Background: an optimization exercise with open tools, aiming at small area and a short achievable clock period. Do not read the settings as production practice.
Only simulation tests tie the RTL to the original design; equivalence was not proved.
No activity file was given, so power comes from the tool's default toggle rates.

==> inputs of run a <==
==> flow/design.v (excerpt) <==
module singlecycle(
  input  wire        i_clk,
  input  wire        i_rst,
  input  wire [31:0] i_io_sw,
  input  wire [31:0] i_io_btn,
  output wire [31:0] o_imem_addr,
  input  wire [31:0] i_imem_data,
  output wire [31:0] o_pc_debug,
  output wire        o_insn_vld,
  output wire [31:0] o_io_ledg,
  output wire [31:0] o_io_ledr,
  output wire [31:0] o_io_lcd,
  output wire [6:0]  o_io_hex0,
  output wire [6:0]  o_io_hex1,
  output wire [6:0]  o_io_hex2,
  output wire [6:0]  o_io_hex3,
  output wire [6:0]  o_io_hex4,
  output wire [6:0]  o_io_hex5,
  output wire [6:0]  o_io_hex6,
  output wire [6:0]  o_io_hex7
);
export LEC_CHECK = 0
export CAP_MARGIN = 20
export CORE_MARGIN = 2
export CORE_UTILIZATION = 60
export CTS_CLUSTER_DIAMETER = 80
export CTS_CLUSTER_SIZE = 24
export SETUP_SLACK_MARGIN = 5
export SLEW_MARGIN = 20
export SYNTH_HIERARCHICAL = 1
export SYNTH_MINIMUM_KEEP_SIZE = 0
create_clock -name core_clock -period 15.0 [get_ports {i_clk}]
standard.sh (not shown) runs the stock make flow with config.mk's settings and CLKGATE_MAP_FILE= SYNTH_SCRIPT=/design/flow/synth_recipe.tcl, a recipe that flattens the netlist after the stock synthesis.
==> flow/flow/run.sh <==
#!/bin/bash
set -euo pipefail
LATE_MARGIN=6.5

bash standard.sh synth floorplan place > flow_1_synth_floorplan_place.log 2>&1

# the make command of standard.sh, with the late setup margin
MK=$(grep '^make ' standard.sh | sed -e 's/ "\${@:-finish}"$//' -e 's/ SETUP_SLACK_MARGIN=[^ ]*//')
MK="$MK SETUP_SLACK_MARGIN=$LATE_MARGIN"
eval "$MK cts"    > flow_2_cts.log 2>&1
eval "$MK route"  > flow_3_route.log 2>&1
eval "$MK finish" > flow_4_finish.log 2>&1

# nothing left to make; standard.sh writes out/final.def
bash standard.sh finish > flow_5_write_def.log 2>&1
==> run b: changes against run a <==
--- a/flow/design.v
+++ b/flow/design.v
@@ -73,21 +73,12 @@
   g_nor2  u0 (.a(a[0]), .b(a[1]), .y(n[0]));
   g_nor2  u1 (.a(a[2]), .b(a[3]), .y(n[1]));
   g_nor2  u2 (.a(a[4]), .b(a[5]), .y(n[2]));
   g_nor2  u3 (.a(a[6]), .b(a[7]), .y(n[3]));
   g_nand4 u4 (.a(n[0]), .b(n[1]), .c(n[2]), .d(n[3]), .y(y));
 endmodule
-module ld_bit (
-  input  logic [3:0] s,
-  input  logic [3:0] d,
-  input  logic       a,
-  input  logic       e,
-  output logic       y
-);
-  assign y = (|(s & d)) | a | e;
-endmodule
 module singlecycle(
   input  wire        i_clk,
   input  wire        i_rst,
   input  wire [31:0] i_io_sw,
   input  wire [31:0] i_io_btn,
   output wire [31:0] o_imem_addr,
@@ -328,67 +319,48 @@
   always_comb begin
     lane_ok[0] = ld_w | ld_h | ld_hu | ld_b | ld_bu;
     lane_ok[1] = ld_w | ld_h | ld_hu;
     lane_ok[2] = ld_w;
     lane_ok[3] = ld_w;
   end
-  logic [3:0] tk [4];     
-  logic [3:0] sg [4];     
+  logic [31:0] wsrc;
   always_comb
-    for (int r = 0; r < 4; r++)
-      for (int s2 = 0; s2 < 4; s2++) begin
-        tk[r][s2] = (s2 >= r) && lane_ok[r] && (s2 - r == off);
-        sg[r][s2] = ((r >= 1) && ld_b && (off == s2)) || ((r >= 2) && ld_h && (off + 1 == s2));
-      end
-  wire [31:0] segw = ({32{in_seg0}} & seg[31:0]) | ({32{in_seg1}} & seg[63:32]);
-  logic [31:0] ld_io;
+    wsrc = ({32{in_mem}} & mem_rd) | ({32{in_seg0}} & seg[31:0]) | ({32{in_seg1}} & seg[63:32]);
+  logic [31:0] ld;
+  logic        sign8, sign16;
   always_comb begin
+    sign8  = 1'b0;
+    sign16 = 1'b0;
+    for (int s2 = 0; s2 < 4; s2++) begin
+      sign8  = sign8  | ((off == s2)     & wsrc[8*s2 + 7]);
+      sign16 = sign16 | ((off + 1 == s2) & wsrc[8*s2 + 7]);
+    end
     for (int r = 0; r < 4; r++) begin
       logic [7:0] byt;
-      logic       sb7;
       byt = '0;
-      sb7 = 1'b0;
-      for (int s2 = 0; s2 < 4; s2++) begin
-        byt = byt | ({8{tk[r][s2]}} & segw[8*s2 +: 8]);
-        sb7 = sb7 | (sg[r][s2] & segw[8*s2 + 7]);
-      end
-      ld_io[8*r +: 8] = byt | {8{sb7}};
+      for (int s2 = r; s2 < 4; s2++)
+        byt = byt | ({8{lane_ok[r] && (s2 - r == off)}} & wsrc[8*s2 +: 8]);
+      if (r >= 1) byt = byt | {8{ld_b & sign8}};
+      if (r >= 2) byt = byt | {8{ld_h & sign16}};
+      ld[8*r +: 8] = byt;
     end
-    ld_io = ld_io | ({32{is_load & in_ledr}} & {15'b0, ledr})
-                  | ({32{is_load & in_ledg}} & {24'b0, ledg})
-                  | ({32{is_load & in_lcd}}  & lcd)
-                  | ({32{is_load & in_sw}}   & {14'b0, i_io_sw[17:0]})
-                  | ({32{is_load & in_btn}}  & {22'b0, i_io_btn[9:0]});
+    ld = ld | ({32{is_load & in_ledr}} & {15'b0, ledr})
+            | ({32{is_load & in_ledg}} & {24'b0, ledg})
+            | ({32{is_load & in_lcd}}  & lcd)
+            | ({32{is_load & in_sw}}   & {14'b0, i_io_sw[17:0]})
+            | ({32{is_load & in_btn}}  & {22'b0, i_io_btn[9:0]});
   end
-  logic [3:0] tkm [4];
-  logic [3:0] sgm;        
-  always_comb
-    for (int r = 0; r < 4; r++) begin
-      tkm[r] = tk[r] & {4{in_mem}};
-      sgm[r] = 1'b0;
-      for (int s2 = 0; s2 < 4; s2++)
-        sgm[r] = sgm[r] | (sg[r][s2] & in_mem & mem_rd[8*s2 + 7]);
-    end
   wire [31:0] pc4 = pc + 32'd4;
   logic [31:0] wb_nl;
   always_comb begin
     if (is_jal | is_jalr)       wb_nl = pc4;
     else if (is_lui)            wb_nl = imm_u;
     else if (is_r | is_i)       wb_nl = res;
     else                        wb_nl = pct;       
+    wb = ld | ({32{~is_load}} & wb_nl);
   end
-  wire [31:0] wb_e = ld_io | ({32{~is_load}} & wb_nl);
-  generate
-    for (b = 0; b < 32; b++) begin : g_wb
-      logic [3:0] dsrc;
-      for (g = 0; g < 4; g++) begin : g_s
-        assign dsrc[g] = mem_rd[8*g + (b % 8)];
-      end
-      ld_bit u (.s(tkm[b / 8]), .d(dsrc), .a(sgm[b / 8]), .e(wb_e[b]), .y(wb[b]));
-    end
-  endgenerate
   logic [31:0] pc_nx;
   always_comb begin
     if (is_jalr)                      pc_nx = madd[31:0];
     else if (is_jal | (is_br & taken)) pc_nx = pct;
     else                              pc_nx = pc4;
   end
==> flow/run.sh (new file) <==
#!/bin/bash
# synth_recipe.tcl (not shown) runs the flow's synth.tcl, then flattens the netlist and writes it again
# the make line also repeats each setting of config.mk as NAME=value (left out here)
make -C /OpenROAD-flow-scripts/flow DESIGN_CONFIG=/design/flow/config.mk WORK_HOME=/design/flow/orfs CLKGATE_MAP_FILE= SYNTH_SCRIPT=/design/flow/synth_recipe.tcl finish
removed: flow/flow/run.sh
removed: flow/standard.sh
==> run notes <==
Clk pwr share=24.5%; design area=0.1531 mm²; Mapped Cells=9,270; Die Y=481.0 µm; initial antenna violation count=33; delay-heaviest family, CP=compound AO/OA/AOI/OAI gates; Non-clk bufs=795; Pwr per Cell Area=134.6 mW/mm²; dpl hpwl=338,500 µm; metal2 WL=234,400 µm; Clock Buffer Count=196; Multi-input gate area=0.03984 mm²; Via density=7.501; status=complete, no violations
-- figures above: run b

==> run notes <==
dpl hpwl=341,100 µm; metal2 WL=236,800 µm; Via density=7.577; xor/xnor share of the synthesized area=1.093%; Mapped Cells=9,312; Non-clk bufs=1,263; status=complete, no violations; Die Y=481.8 µm; Pwr per Cell Area=128.8 mW/mm²; Clk pwr share=24.1%; Clock Buffer Count=205; initial antenna violation count=38; Multi-input gate area=0.04463 mm²; design area=0.1644 mm²; delay-heaviest family, CP=simple AND/OR/NAND/NOR gates
-- figures above: run a


========
==> inputs of job 6642 <==
singlecycle, a different RTL version from the one above (not shown whole).
export LEC_CHECK = 0
export CAP_MARGIN = 20
export CORE_MARGIN = 2
export CORE_UTILIZATION = 60
export CTS_CLUSTER_DIAMETER = 80
export CTS_CLUSTER_SIZE = 24
export SETUP_SLACK_MARGIN = 5
export SLEW_MARGIN = 20
export SYNTH_HIERARCHICAL = 1
export SYNTH_MINIMUM_KEEP_SIZE = 0
create_clock -name core_clock -period 15.0 [get_ports {i_clk}]
==> flow/flow/run.sh <==
#!/bin/bash
set -euo pipefail
LATE_MARGIN=7.0

bash standard.sh synth floorplan > flow_1_synth_floorplan.log 2>&1

# the make command of standard.sh, without its setup margin
MK=$(grep '^make ' standard.sh | sed -e 's/ "\${@:-finish}"$//' -e 's/ SETUP_SLACK_MARGIN=[^ ]*//')
eval "$MK SETUP_SLACK_MARGIN=5 'BUFFER_PORTS_ARGS=-buffer_cell sky130_fd_sc_hd__buf_2' place" > flow_2_place.log 2>&1
eval "$MK SETUP_SLACK_MARGIN=$LATE_MARGIN cts"    > flow_3_cts.log 2>&1
eval "$MK SETUP_SLACK_MARGIN=$LATE_MARGIN route"  > flow_4_route.log 2>&1
eval "$MK SETUP_SLACK_MARGIN=$LATE_MARGIN finish" > flow_5_finish.log 2>&1

# nothing left to make; standard.sh writes out/final.def
bash standard.sh finish > flow_6_write_def.log 2>&1
==> job 8025: changes against job 6642 <==
--- a/flow/flow/run.sh
+++ b/flow/flow/run.sh
@@ -1,6 +1,6 @@
 #!/bin/bash
 set -euo pipefail
-LATE_MARGIN=7.0
+LATE_MARGIN=6.5
 
 bash standard.sh synth floorplan > flow_1_synth_floorplan.log 2>&1
 
==> notes <==
Of job 6642 and job 8025, job 6642 has the higher register-to-register slack (gap 170 ps). Of job 8025 and job 6642, job 6642 has the higher critical path depth (gap 4). In clock power, job 6642 and job 8025 hardly differ. Power: job 8025 is lower than job 6642 (2.7%). In job 6642 the routed wire length is larger than in job 8025, by about 5%. In synthesized area, job 8025 and job 6642 do not differ. In job 8025 the global-route usage is lower than in job 6642, by 1.0 points. Setup slack: job 8025 is lower than job 6642 (61 ps).
==> figures <==
item	job 6642	job 8025
Internal power of the cells	13400 uW	13100 uW
Clock tree cell share of total cell area	0.0292	0.0306
Worst Path Required	15630 ps	15580 ps
DRT iter0 DRCs	19100	18400
Highest cell delay on the worst timing path	600 ps	1030 ps
Proportion of cell area occupied by multi-input gates	0.268	0.267
Fill cell instance count of the final layout	14800	15700
Routed length per instance	38.7 um	38.0 um
Hold path endpoint	seg[31]$_DFFE_PP0P_	seg[7]$_DFFE_PP0P_
Crit path depth	28	24
Via count of the first global-routing pass	90500	89300
Antenna violations before repair	29	26
Length in cells of the worst reg-to-reg path	26	20
Most frequent cell on the critical path	buf_6	buf_4
Worst path arrival time	9360 ps	9380 ps
Worst hold slack across all endpoints	500 ps	496 ps
Result of the run	no timing/DRC/antenna violations	no timing/DRC/antenna violations

static timing again, ports no longer ideal:
In the flow no input, the clock included, has a driving cell. The finished layouts below were timed again as built, in two steps. Step 1 assumes that a clkbuf_16 drives the clock port and a buf_2 every other input. Step 2 also shifts input and output timing later by t, the mid clock arrival at the registers, as if the neighbouring blocks saw the same clock. Three values: no drivers, after step 1, after step 2; two values: the first two.
run	shift t [ns]	setup slack, ns	cell pins on the clock port's net
run a	0.973	6.160 / 6.221 / 5.248	1
run b	0.978	4.801 / 4.863 / 3.884	1
job 6642	1.002	6.265 / 6.322 / 5.320	1
job 8025	0.973	6.204 / 6.244 / 5.272	1
After both steps setup and hold are still met in every run listed. The setup slack of job 6642, which loses most, moves by +0.057 ns with the drivers and by -0.945 ns with both steps.
